Context: an optimization exercise on an open-source flow, tuned for small area, a short achievable clock period and few clock cycles per item. The choices shown serve that exercise and are no tape-out recipe. RTL that was checked went through simulation tests only; none was proved equivalent to the original. Power and IR drop assume default switching activity.

==> job 3356 <==
Design Fib, start of the top module:
module Fib
(
  input  clk,
  input  reset,
  input signed [32-1 : 0] fib_n,
  output signed [64-1 : 0] fib_return,
  output  fib_busy,
  input  fib_req
);
Settings: LEC_CHECK=0, ABC_AREA=1, CAP_MARGIN=20, CORE_MARGIN=2, CORE_UTILIZATION=40, PLACE_DENSITY=0.85, SETUP_SLACK_MARGIN=2.75, SLEW_MARGIN=20; clock period 5.0 ns.
standard.sh (not shown) runs the stock make flow with config.mk's settings and CLKGATE_MAP_FILE= SYNTH_SCRIPT=/design/flow/synth_recipe.tcl, a recipe that flattens the netlist after the stock synthesis.
==> flow/flow/run.sh <==
#!/bin/bash
set -euo pipefail
export BUFFER_PORTS_ARGS="-buffer_cell sky130_fd_sc_hd__buf_1"
export CTS_ARGS="-sink_clustering_enable -repair_clock_nets -dont_use_dummy_load"
bash standard.sh > standard_flow.log 2>&1
==> inputs of job 2507, as changes to job 3356 <==
Settings changed: PLACE_DENSITY 0.85 to 0.95, SETUP_SLACK_MARGIN 2.75 to 2.7.
==> inputs of job 8822, as changes to job 3356 <==
==> flow/flow/run.sh (replaced) <==
#!/bin/bash
set -euo pipefail
export BUFFER_PORTS_ARGS="-buffer_cell sky130_fd_sc_hd__buf_1"
export CTS_ARGS="-sink_clustering_enable -repair_clock_nets -buf_list sky130_fd_sc_hd__clkbuf_8 -dont_use_dummy_load -sink_clustering_size 10 -sink_clustering_max_diameter 40"
bash standard.sh > standard_flow.log 2>&1
Settings changed: SETUP_SLACK_MARGIN 2.75 to 2.5.
==> run summary <==
| quantity | job 8822 | job 3356 | job 2507 |
|---|---|---|---|
| Register clock-pin slew on the reported worst setup and hold paths | 0.12 ns | 0.08 ns | 0.08 ns |
| Total global routing track utilization | 40.7% | 38.0% | 37.7% |
| Critical Path Max Stage Delay | 0.30 ns | 0.39 ns | 0.35 ns |
| Largest clock skew in the final design | 0.0511 ns | 0.0234 ns | 0.0271 ns |
| Post-CTS setup buffers | 9 | 24 | 16 |
| Met1 global-route usage | 49.7% | 47.3% | 46.4% |
| Run status | complete, no violations | complete, no violations | complete, no violations |
| Final cycle utilization of the critical path | 51.1% | 47.3% | 48.1% |
| Maximum vdd ir drop | 0.000175 V | 0.000221 V | 0.000215 V |
| Terminating pin of the worst hold path | nxt[20] | nxt[45] | nxt[36] |
| Via count | 9,746 | 9,797 | 9,766 |
| Final design instance area without fill | 9720 um2 | 10,700 um2 | 10,200 um2 |
| Leakage power | 4.60 nW | 4.97 nW | 4.82 nW |
| Final net count | 1,359 | 1,384 | 1,368 |
| Worst-case setup margin in the final layout | 2.44 ns | 2.63 ns | 2.60 ns |
| Routed length on met1 | 17,000 um | 16,100 um | 15,600 um |
| End of the worst register-to-register path | cur[50] | cur[50] | cur[49] |
| Endpoint of the most critical setup path | cur[20] | cur[12] | cur[15] |
| Clock buf/inv share | 2.41% | 3.99% | 4.17% |
| Initial antenna violation count | 2 | 0 | 0 |
Testbench counts of job 3356, summed over its fixed seeds: cycles 1,024, requests 1,024.
Testbench counts of job 2507, summed over its fixed seeds: cycles 1,024, requests 1,024.
Testbench counts of job 8822, summed over its fixed seeds: cycles 1,024, requests 1,024.

==> 12-05 <==
Another version of the RTL of Fib (not shown whole).
make LEC_CHECK=0 CAP_MARGIN=20 CORE_MARGIN=2 CORE_UTILIZATION=40 SLEW_MARGIN=20 finish   # period 5.0 ns
run.sh (not shown) runs the stock make flow with config.mk's settings and CLKGATE_MAP_FILE= SYNTH_SCRIPT=/design/flow/synth_recipe.tcl, a recipe that flattens the netlist after the stock synthesis.
Stock flow here: none of the scripts above is used.
==> inputs of 05-25, as changes to 12-05 <==
- ABC_AREA: default -> 0
- ABC_CLOCK_PERIOD_IN_PS: default -> 2500
- SETUP_SLACK_MARGIN: default -> 2.5
- SYNTH_MEMORY_MAX_BITS: default -> 16384
==> inputs of 06-06, as changes to 12-05 <==
- ABC_AREA: default -> 1
- SETUP_SLACK_MARGIN: default -> 2.5
- SYNTH_MEMORY_MAX_BITS: default -> 16384
==> inputs of 10-21, as changes to 12-05 <==
- ABC_AREA: default -> 1
- SYNTH_MEMORY_MAX_BITS: default -> 16384
==> comparison <==
06-06 finished clean. 05-25 completed without violations. 12-05 died in synthesis (1_2_yosys). 10-21 produced a clean layout. Clock power, highest first: 05-25, 06-06, 10-21. Sequential power is about the same in 10-21 and 06-06. Between 10-21 and 06-06, the lower global-route usage is in 10-21 (gap 3.5 points). The highest combinational power belongs to 05-25, the lowest to 10-21.
Testbench counts of 12-05, summed over its fixed seeds: cycles 1,024, requests 1,024.
Testbench counts of 05-25, summed over its fixed seeds: cycles 1,024, requests 1,024.
Testbench counts of 06-06, summed over its fixed seeds: cycles 1,024, requests 1,024.
Testbench counts of 10-21, summed over its fixed seeds: cycles 1,024, requests 1,024.

==> build 4 <==
Fib, a different RTL version from the one above (not shown whole).
==> flow/design.v (excerpt) <==
module Fib
(
  input  clk,
  input  reset,
  input signed [32-1 : 0] fib_n,
  output signed [64-1 : 0] fib_return,
  output  fib_busy,
  input  fib_req
);
  function [63:0] rom(input [6:0] a);
    reg [5:0] h; reg [15:0] l; integer k;
    begin
      for (k = 0; k < 6; k = k + 1) h[k] = (a[6:4] == k);
      for (k = 0; k < 16; k = k + 1) l[k] = (a[3:0] == k);
      rom[0] = (h[0] & |(l & 16'h6db6)) | (h[1] & |(l & 16'hb6db)) | (h[2] & |(l & 16'hdb6d)) | (h[3] & |(l & 16'h6db6)) | (h[4] & |(l & 16'hb6db)) | (h[5] & |(l & 16'h1b6d));
      rom[1] = (h[0] & |(l & 16'h8618)) | (h[1] & |(l & 16'h1861)) | (h[2] & |(l & 16'h6186)) | (h[3] & |(l & 16'h8618)) | (h[4] & |(l & 16'h1861)) | (h[5] & |(l & 16'h2186));
      rom[2] = (h[0] & |(l & 16'h5a0)) | (h[1] & |(l & 16'ha05a)) | (h[2] & |(l & 16'h5a05)) | (h[3] & |(l & 16'h5a0)) | (h[4] & |(l & 16'ha05a)) | (h[5] & |(l & 16'h1a05));
      rom[3] = (h[0] & |(l & 16'h68c0)) | (h[1] & |(l & 16'hc057)) | (h[2] & |(l & 16'h5768)) | (h[3] & |(l & 16'h68c0)) | (h[4] & |(l & 16'hc057)) | (h[5] & |(l & 16'h1768));
      rom[4] = (h[0] & |(l & 16'h5d00)) | (h[1] & |(l & 16'hb68f)) | (h[2] & |(l & 16'h5430)) | (h[3] & |(l & 16'h5d00)) | (h[4] & |(l & 16'hb68f)) | (h[5] & |(l & 16'h1430));
      rom[5] = (h[0] & |(l & 16'he600)) | (h[1] & |(l & 16'h75d2)) | (h[2] & |(l & 16'h8ef6)) | (h[3] & |(l & 16'h8bb6)) | (h[4] & |(l & 16'hc309)) | (h[5] & |(l & 16'h159b));
      rom[6] = (h[0] & |(l & 16'he800)) | (h[1] & |(l & 16'h98b9)) | (h[2] & |(l & 16'hd32e)) | (h[3] & |(l & 16'hd175)) | (h[4] & |(l & 16'hd9bc)) | (h[5] & |(l & 16'he17));
      rom[7] = (h[0] & |(l & 16'h3000)) | (h[1] & |(l & 16'ha0a1)) | (h[2] & |(l & 16'hb99e)) | (h[3] & |(l & 16'hd798)) | (h[4] & |(l & 16'hccb)) | (h[5] & |(l & 16'h1379));
  ...
export LEC_CHECK = 0
export ABC_AREA = 1
export CAP_MARGIN = 20
export CORE_MARGIN = 2
export CORE_UTILIZATION = 40
export CTS_BUF_LIST = sky130_fd_sc_hd__clkbuf_8
export SETUP_SLACK_MARGIN = 2.5
export SLEW_MARGIN = 20
create_clock -name core_clock -period 5.0 [get_ports {clk}]
standard.sh (not shown) runs the stock make flow with config.mk's settings and CLKGATE_MAP_FILE= SYNTH_SCRIPT=/design/flow/synth_recipe.tcl, a recipe that flattens the netlist after the stock synthesis.
==> flow/flow/run.sh <==
#!/bin/bash
set -euo pipefail
export BUFFER_PORTS_ARGS="-buffer_cell sky130_fd_sc_hd__buf_1"
bash standard.sh > standard_flow.log 2>&1
==> trial 29 (differences from build 4) <==
==> flow/flow/run.sh (replaced) <==
#!/bin/bash
set -euo pipefail
export BUFFER_PORTS_ARGS="-buffer_cell sky130_fd_sc_hd__buf_1"
export CTS_ARGS="-sink_clustering_enable -repair_clock_nets -buf_list sky130_fd_sc_hd__clkbuf_8 -dont_use_dummy_load"
bash standard.sh > standard_flow.log 2>&1
- CTS_BUF_LIST: sky130_fd_sc_hd__clkbuf_8 -> default
- SETUP_SLACK_MARGIN: 2.5 -> 3.0
==> run summary <==
Total Power: trial 29 3.356 mW; build 4 3.286 mW
Worst R2R Setup Slack: trial 29 3.06 ns; build 4 2.78 ns
Data arrival, critical path: trial 29 2.63 ns; build 4 2.83 ns
Multi-input combinational area share: trial 29 0.4334; build 4 0.4284
Portion of total power attributed to sequential cells: trial 29 0.475; build 4 0.487
Count of TritonRoute iterations in the first routing pass: trial 29 9; build 4 7
End point of the worst hold path: trial 29 nxt[31]; build 4 nxt[54]
Wire length on met1: trial 29 18490 µm; build 4 17070 µm
Status: trial 29 complete, no violations; build 4 complete, no violations
Post-CTS setup buffer count: trial 29 131; build 4 10
Total global-route track usage: trial 29 0.4438; build 4 0.4068
Fraction of the core area covered by cells at the end of the flow: trial 29 0.6343; build 4 0.4894
Non-clk invs: trial 29 88; build 4 87
Minimum period implied by the final worst setup slack: trial 29 2.398 ns; build 4 2.682 ns
Nets: trial 29 1511; build 4 1353
Highest ir drop seen on vdd: trial 29 131.8 µV; build 4 177.5 µV
Clock latency of the later-clocked register in the worst-skew pair: trial 29 0.47 ns; build 4 0.48 ns
No functional check of the RTL was part of any run of this note.

==> inputs of run C <==
==> flow/design.v <==
module Fib
(
  input  clk,
  input  reset,
  input signed [32-1 : 0] fib_n,
  output signed [64-1 : 0] fib_return,
  output  fib_busy,
  input  fib_req
);
  function [63:0] rom(input [6:0] a);
    reg [5:0] h; reg [15:0] l; integer k;
    begin
      for (k = 0; k < 6; k = k + 1) h[k] = (a[6:4] == k);
      for (k = 0; k < 16; k = k + 1) l[k] = (a[3:0] == k);
      rom[0] = (h[0] & |(l & 16'h6db6)) | (h[1] & |(l & 16'hb6db)) | (h[2] & |(l & 16'hdb6d)) | (h[3] & |(l & 16'h6db6)) | (h[4] & |(l & 16'hb6db)) | (h[5] & |(l & 16'h1b6d));
      rom[1] = (h[0] & |(l & 16'h8618)) | (h[1] & |(l & 16'h1861)) | (h[2] & |(l & 16'h6186)) | (h[3] & |(l & 16'h8618)) | (h[4] & |(l & 16'h1861)) | (h[5] & |(l & 16'h2186));
      rom[2] = (h[0] & |(l & 16'h5a0)) | (h[1] & |(l & 16'ha05a)) | (h[2] & |(l & 16'h5a05)) | (h[3] & |(l & 16'h5a0)) | (h[4] & |(l & 16'ha05a)) | (h[5] & |(l & 16'h1a05));
      rom[3] = (h[0] & |(l & 16'h68c0)) | (h[1] & |(l & 16'hc057)) | (h[2] & |(l & 16'h5768)) | (h[3] & |(l & 16'h68c0)) | (h[4] & |(l & 16'hc057)) | (h[5] & |(l & 16'h1768));
      rom[4] = (h[0] & |(l & 16'h5d00)) | (h[1] & |(l & 16'hb68f)) | (h[2] & |(l & 16'h5430)) | (h[3] & |(l & 16'h5d00)) | (h[4] & |(l & 16'hb68f)) | (h[5] & |(l & 16'h1430));
      rom[5] = (h[0] & |(l & 16'he600)) | (h[1] & |(l & 16'h75d2)) | (h[2] & |(l & 16'h8ef6)) | (h[3] & |(l & 16'h8bb6)) | (h[4] & |(l & 16'hc309)) | (h[5] & |(l & 16'h159b));
      rom[6] = (h[0] & |(l & 16'he800)) | (h[1] & |(l & 16'h98b9)) | (h[2] & |(l & 16'hd32e)) | (h[3] & |(l & 16'hd175)) | (h[4] & |(l & 16'hd9bc)) | (h[5] & |(l & 16'he17));
      rom[7] = (h[0] & |(l & 16'h3000)) | (h[1] & |(l & 16'ha0a1)) | (h[2] & |(l & 16'hb99e)) | (h[3] & |(l & 16'hd798)) | (h[4] & |(l & 16'hccb)) | (h[5] & |(l & 16'h1379));
      rom[8] = (h[0] & |(l & 16'h4000)) | (h[1] & |(l & 16'h1bc1)) | (h[2] & |(l & 16'h7a13)) | (h[3] & |(l & 16'h6216)) | (h[4] & |(l & 16'hbd0a)) | (h[5] & |(l & 16'h3997));
      rom[9] = (h[0] & |(l & 16'h8000)) | (h[1] & |(l & 16'hccb7)) | (h[2] & |(l & 16'h21a2)) | (h[3] & |(l & 16'h59a3)) | (h[4] & |(l & 16'hcbbc)) | (h[5] & |(l & 16'h3a14));
      rom[10] = (h[1] & |(l & 16'hbc2)) | (h[2] & |(l & 16'hf7af)) | (h[3] & |(l & 16'h8cc2)) | (h[4] & |(l & 16'h67a6)) | (h[5] & |(l & 16'h3ace));
      rom[11] = (h[1] & |(l & 16'hbcb4)) | (h[2] & |(l & 16'h2fa9)) | (h[3] & |(l & 16'h666f)) | (h[4] & |(l & 16'h5fa8)) | (h[5] & |(l & 16'h1708));
      rom[12] = (h[1] & |(l & 16'h7d18)) | (h[2] & |(l & 16'h2971)) | (h[3] & |(l & 16'h5e84)) | (h[4] & |(l & 16'h8970)) | (h[5] & |(l & 16'hf66));
      rom[13] = (h[1] & |(l & 16'h4ba0)) | (h[2] & |(l & 16'hf141)) | (h[3] & |(l & 16'he5de)) | (h[4] & |(l & 16'ha2d)) | (h[5] & |(l & 16'h2433));
      rom[14] = (h[1] & |(l & 16'h3cc0)) | (h[2] & |(l & 16'h415a)) | (h[3] & |(l & 16'h8508)) | (h[4] & |(l & 16'haf0)) | (h[5] & |(l & 16'h1ef4));
      rom[15] = (h[1] & |(l & 16'hfd00)) | (h[2] & |(l & 16'h5a3a)) | (h[3] & |(l & 16'h68d0)) | (h[4] & |(l & 16'hd1f6)) | (h[5] & |(l & 16'h132e));
      rom[16] = (h[1] & |(l & 16'h2600)) | (h[2] & |(l & 16'he197)) | (h[3] & |(l & 16'h5d0d)) | (h[4] & |(l & 16'hc98)) | (h[5] & |(l & 16'h22f3));
      rom[17] = (h[1] & |(l & 16'h2800)) | (h[2] & |(l & 16'h5a14)) | (h[3] & |(l & 16'h3d66)) | (h[4] & |(l & 16'h667b)) | (h[5] & |(l & 16'h2f2f));
      rom[18] = (h[1] & |(l & 16'hf000)) | (h[2] & |(l & 16'h3ace)) | (h[3] & |(l & 16'h2633)) | (h[4] & |(l & 16'he84c)) | (h[5] & |(l & 16'h32f2));
      rom[19] = (h[1] & |(l & 16'h4000)) | (h[2] & |(l & 16'h9708)) | (h[3] & |(l & 16'h4599)) | (h[4] & |(l & 16'h868b)) | (h[5] & |(l & 16'h3442));
      rom[20] = (h[1] & |(l & 16'h8000)) | (h[2] & |(l & 16'hcf66)) | (h[3] & |(l & 16'he8cc)) | (h[4] & |(l & 16'hb30a)) | (h[5] & |(l & 16'h2e82));
      rom[21] = (h[2] & |(l & 16'h6433)) | (h[3] & |(l & 16'h8666)) | (h[4] & |(l & 16'h740a)) | (h[5] & |(l & 16'h1eb4));
      rom[22] = (h[2] & |(l & 16'h5ef4)) | (h[3] & |(l & 16'h5e8)) | (h[4] & |(l & 16'h4367)) | (h[5] & |(l & 16'h1318));
      rom[23] = (h[2] & |(l & 16'h3e98)) | (h[3] & |(l & 16'hb3eb)) | (h[4] & |(l & 16'h82e9)) | (h[5] & |(l & 16'h1416));
      rom[24] = (h[2] & |(l & 16'hfea0)) | (h[3] & |(l & 16'hafea)) | (h[4] & |(l & 16'h287)) | (h[5] & |(l & 16'h15a3));
      rom[25] = (h[2] & |(l & 16'h25c0)) | (h[3] & |(l & 16'hc487)) | (h[4] & |(l & 16'h6f04)) | (h[5] & |(l & 16'h23af));
      rom[26] = (h[2] & |(l & 16'h4500)) | (h[3] & |(l & 16'hb3df)) | (h[4] & |(l & 16'h5f68)) | (h[5] & |(l & 16'h21f));
      rom[27] = (h[2] & |(l & 16'h5e00)) | (h[3] & |(l & 16'h74bf)) | (h[4] & |(l & 16'h8986)) | (h[5] & |(l & 16'h2c9));
      rom[28] = (h[2] & |(l & 16'h8800)) | (h[3] & |(l & 16'h43c9)) | (h[4] & |(l & 16'hd168)) | (h[5] & |(l & 16'h2bc));
      rom[29] = (h[2] & |(l & 16'hd000)) | (h[3] & |(l & 16'h34bc)) | (h[4] & |(l & 16'hceb)) | (h[5] & |(l & 16'h347d));
      rom[30] = (h[2] & |(l & 16'h6000)) | (h[3] & |(l & 16'h98a6)) | (h[4] & |(l & 16'hbd31)) | (h[5] & |(l & 16'h184b));
      rom[31] = (h[2] & |(l & 16'h8000)) | (h[3] & |(l & 16'hcd1e)) | (h[4] & |(l & 16'ha62c)) | (h[5] & |(l & 16'hde7));
      rom[32] = (h[3] & |(l & 16'h6613)) | (h[4] & |(l & 16'h7346)) | (h[5] & |(l & 16'hbe9));
      rom[33] = (h[3] & |(l & 16'he814)) | (h[4] & |(l & 16'h9985)) | (h[5] & |(l & 16'h3c87));
      rom[34] = (h[3] & |(l & 16'heb78)) | (h[4] & |(l & 16'h17b3)) | (h[5] & |(l & 16'h10b2));
      rom[35] = (h[3] & |(l & 16'h5c20)) | (h[4] & |(l & 16'h14c2)) | (h[5] & |(l & 16'h1674));
      rom[36] = (h[3] & |(l & 16'h8b40)) | (h[4] & |(l & 16'h1502)) | (h[5] & |(l & 16'he98));
      rom[37] = (h[3] & |(l & 16'hd180)) | (h[4] & |(l & 16'h78d9)) | (h[5] & |(l & 16'h87b));
      rom[38] = (h[3] & |(l & 16'hba00)) | (h[4] & |(l & 16'h4d0c)) | (h[5] & |(l & 16'h2697));
      rom[39] = (h[3] & |(l & 16'hcc00)) | (h[4] & |(l & 16'he60b)) | (h[5] & |(l & 16'h1ea2));
      rom[40] = (h[3] & |(l & 16'hd000)) | (h[4] & |(l & 16'h3367)) | (h[5] & |(l & 16'h3eaf));
      rom[41] = (h[3] & |(l & 16'h6000)) | (h[4] & |(l & 16'hf432)) | (h[5] & |(l & 16'h872));
      rom[42] = (h[3] & |(l & 16'h8000)) | (h[4] & |(l & 16'h4342)) | (h[5] & |(l & 16'h3df4));
      rom[43] = (h[4] & |(l & 16'h82ef)) | (h[5] & |(l & 16'h3d2e));
      rom[44] = (h[4] & |(l & 16'h284)) | (h[5] & |(l & 16'h10f3));
      rom[45] = (h[4] & |(l & 16'hb468)) | (h[5] & |(l & 16'h2099));
      rom[46] = (h[4] & |(l & 16'hc330)) | (h[5] & |(l & 16'h1bcc));
      rom[47] = (h[4] & |(l & 16'h6f40)) | (h[5] & |(l & 16'h3a66));
      rom[48] = (h[4] & |(l & 16'he980)) | (h[5] & |(l & 16'h3a85));
      rom[49] = (h[4] & |(l & 16'hea00)) | (h[5] & |(l & 16'h3ab3));
      rom[50] = (h[4] & |(l & 16'h5c00)) | (h[5] & |(l & 16'h21c2));
      rom[51] = (h[4] & |(l & 16'h5000)) | (h[5] & |(l & 16'h2cb4));
      rom[52] = (h[4] & |(l & 16'he000)) | (h[5] & |(l & 16'h675));
      rom[53] = (h[4] & |(l & 16'h8000)) | (h[5] & |(l & 16'h1e98));
      rom[54] = (h[5] & |(l & 16'h25cd));
      rom[55] = (h[5] & |(l & 16'h1e66));
      rom[56] = (h[5] & |(l & 16'h25e8));
      rom[57] = (h[5] & |(l & 16'h530));
      rom[58] = (h[5] & |(l & 16'h540));
      rom[59] = (h[5] & |(l & 16'h3380));
      rom[60] = (h[5] & |(l & 16'h200));
      rom[61] = (h[5] & |(l & 16'h3400));
      rom[62] = (h[5] & |(l & 16'h1800));
      rom[63] = (h[5] & |(l & 16'h2000));
    end
  endfunction
  wire [63:0] romv = rom(fib_n[6:0]);
  reg  [63:0] cur, nxt;
  reg  [31:0] cnt;
  reg         busy;
  reg  [2:0]  ph;        
  reg  [1:0]  st;        
  reg         c;         
  reg         b;         
  wire neg  = fib_n[31];
  wire big  = ~neg & ((|fib_n[30:7]) | (fib_n[6:0] >= 7'd94));
  wire [63:0] tab = neg ? 64'h0 : romv;
  wire first = (ph == 3'd0);
  wire last  = (ph == 3'd7);
  wire [8:0] sum = nxt[7:0] + cur[7:0] + c;
  wire [7:0] nin = st[1] ? sum[7:0] : {7'd0, st[0] & first};
  wire [4:0] dec = {1'b0, cnt[3:0]} - b;
  wire       under = dec[4];
  always @(posedge clk) begin
    cur <= ({64{busy}} & {nxt[7:0], cur[63:8]})
         | ({64{~busy & fib_req}} & tab)
         | ({64{~busy & ~fib_req}} & cur);
    nxt <= {nin, nxt[63:8]};
    if (busy)
      cnt <= {dec[3:0], cnt[31:4]};
    else
      cnt <= fib_n;
    c <= sum[8] & ~last;
    b <= busy & (last | under);
  end
  always @(posedge clk) begin
    if (reset) begin
      busy <= 1'b0;
      ph <= 3'd0;
      st <= 2'd0;
    end else if (busy) begin
      ph <= ph + 3'd1;
      if (last) begin
        if (st != 2'd2) st <= st + 2'd1;
        if (st == 2'd2 && under) busy <= 1'b0;
      end
    end else if (fib_req & big) begin
      busy <= 1'b1;
      ph <= 3'd0;
      st <= 2'd0;
    end
  end
  assign fib_return = cur;
  assign fib_busy = busy;
endmodule
==> flow/flow/run.sh <==
#!/bin/bash
set -euo pipefail
export BUFFER_PORTS_ARGS="-buffer_cell sky130_fd_sc_hd__buf_1"
export CTS_ARGS="-sink_clustering_enable -repair_clock_nets -dont_use_dummy_load"
bash standard.sh > standard_flow.log 2>&1
==> flow/standard.sh <==
#!/bin/bash
# synth_recipe.tcl (not shown) runs the flow's synth.tcl, then flattens the netlist and writes it again
# the make line also repeats each setting of config.mk as NAME=value (left out here)
make -C /OpenROAD-flow-scripts/flow DESIGN_CONFIG=/design/flow/config.mk WORK_HOME=/design/flow/orfs CLKGATE_MAP_FILE= SYNTH_SCRIPT=/design/flow/synth_recipe.tcl "${@:-finish}"
==> flow/config.mk <==
export PLATFORM = sky130hd
export DESIGN_NAME = Fib
export DESIGN_NICKNAME = Fib
export VERILOG_FILES = /design/flow/design.v
export SDC_FILE = /design/flow/constraint.sdc
export NUM_CORES = 4
export LEC_CHECK = 0
export ABC_AREA = 1
export CAP_MARGIN = 20
export CORE_MARGIN = 2
export CORE_UTILIZATION = 40
export PLACE_DENSITY = 0.85
export SETUP_SLACK_MARGIN = 2.6
export SLEW_MARGIN = 20
==> flow/constraint.sdc <==
create_clock -name core_clock -period 5.0 [get_ports {clk}]
set_input_delay 1.0000 -clock core_clock [delete_from_list [all_inputs] [get_ports {clk}]]
set_output_delay 1.0000 -clock core_clock [all_outputs]
set_load 0.01 [all_outputs]
==> run B (differences from run C) <==
Settings changed: SETUP_SLACK_MARGIN 2.6 to 2.5.
==> qor summary <==
| quantity | run B | run C |
|---|---|---|
| Total wire length after detailed routing | 45.4 mm | 46.1 mm |
| Crit Reg-Reg Endpoint | cur[38]$_DFF_P_ | nxt[62]$_SDFF_PN0_ |
| Worst Setup EP | cur[34]$_DFF_P_ | cur[31]$_DFF_P_ |
| Clock network power share | 0.343 | 0.339 |
| Antenna violations before repair | 1 | 2 |
| Max-Slew Margin vs Limit | 0.534 | 0.511 |
| Setup slack of the worst register-to-register path | 2.74 ns | 2.89 ns |
| IR Drop Worst-Case VDD | 0.222 mV | 0.223 mV |
| Cell with the biggest individual delay on the critical path | sky130_fd_sc_hd__nor2_2 | sky130_fd_sc_hd__o21ai_0 |
| Run status | complete, no violations | complete, no violations |
| Fraction of standard cell area in multi-input logic | 0.469 | 0.467 |
| Internal Pwr Total | 2.16 mW | 2.18 mW |
| Register fraction of the total cell area | 0.333 | 0.319 |
| Global-route usage over all layers | 0.414 | 0.418 |
| Average wire per standard cell | 28.2 microns | 28.2 microns |
| Clk latency of the worst-skew pair | 0.43 ns | 0.44 ns |
| Global-route wire length before repair | 65.6 mm | 66.1 mm |
| Non-Filler Cell Area, Final | 10,100 sq um | 10,500 sq um |
| Post-layout min period | 2.59 ns | 2.49 ns |
| Fraction of layout instances using a drive strength above 1 | 0.137 | 0.176 |
| Met3 Use GR | 0.104 | 0.112 |
| Tcrit/Tclk final | 0.518 | 0.498 |
| Non-clock buffers, area share | 0.0875 | 0.106 |
Function was not checked in any run of this note: the RTL went through the layout flow alone.

what the ideal ports hide:
The results above use ideal ports. As a check the final layouts listed here were re-extracted and re-timed, cells and wires unchanged.
Step 1: set_driving_cell puts a clkbuf_16 on clk and a buf_2 on each other input, an assumption about the parent block.
Step 2 moves the port delays by t, midway between the first and last clock arrival at a register: inputs arrive t later, outputs are due t later. That takes back most of the time a late clock gives input paths.
a / b / c = no drivers / after step 1 / after step 2; a / b = the first two.
run | t, ns | setup WS [ns] | worst hold slack (ns) | slew at the worst register clock pin (ns) | worst slew at a driven data input, ns
job 3356 | 0.455 | 2.634 / 2.628 / 2.174 | 0.315 / 0.315 / 0.315 | 0.08 / 0.08 | 0.06
job 2507 | 0.465 | 2.595 / 2.604 / 2.140 | 0.317 / 0.317 / 0.317 | 0.08 / 0.08 | 0.06
job 8822 | 0.494 | 2.444 / 2.464 / 1.970 | 0.302 / 0.302 / 0.302 | 0.13 / 0.13 | 0.05
05-25 | 0.489 | 2.239 / 2.254 / 1.765 | 0.326 / 0.326 / 0.326 | 0.09 / 0.09 | 0.14
06-06 | 0.487 | 2.393 / 2.423 / 1.935 | 0.309 / 0.309 / 0.309 | 0.09 / 0.09 | 0.08
10-21 | 0.477 | 1.124 / 1.154 / 0.677 | 0.313 / 0.313 / 0.313 | 0.08 / 0.08 | 0.07
build 4 | 0.517 | 2.318 / 2.345 / 1.828 | 0.327 / 0.327 / 0.327 | 0.12 / 0.12 | 0.04
trial 29 | 0.488 | 2.602 / 2.590 / 2.102 | 0.286 / 0.286 / 0.286 | 0.12 / 0.12 | 0.08
run C | 0.469 | 2.510 / 2.518 / 2.049 | 0.313 / 0.313 / 0.313 | 0.08 / 0.08 | 0.05
run B | 0.464 | 2.410 / 2.417 / 1.953 | 0.316 / 0.316 / 0.316 | 0.08 / 0.08 | 0.04
After both steps setup and hold are still met in every run listed. The setup slack of trial 29, which loses most, moves by -0.012 ns with the drivers and by -0.500 ns with both steps.
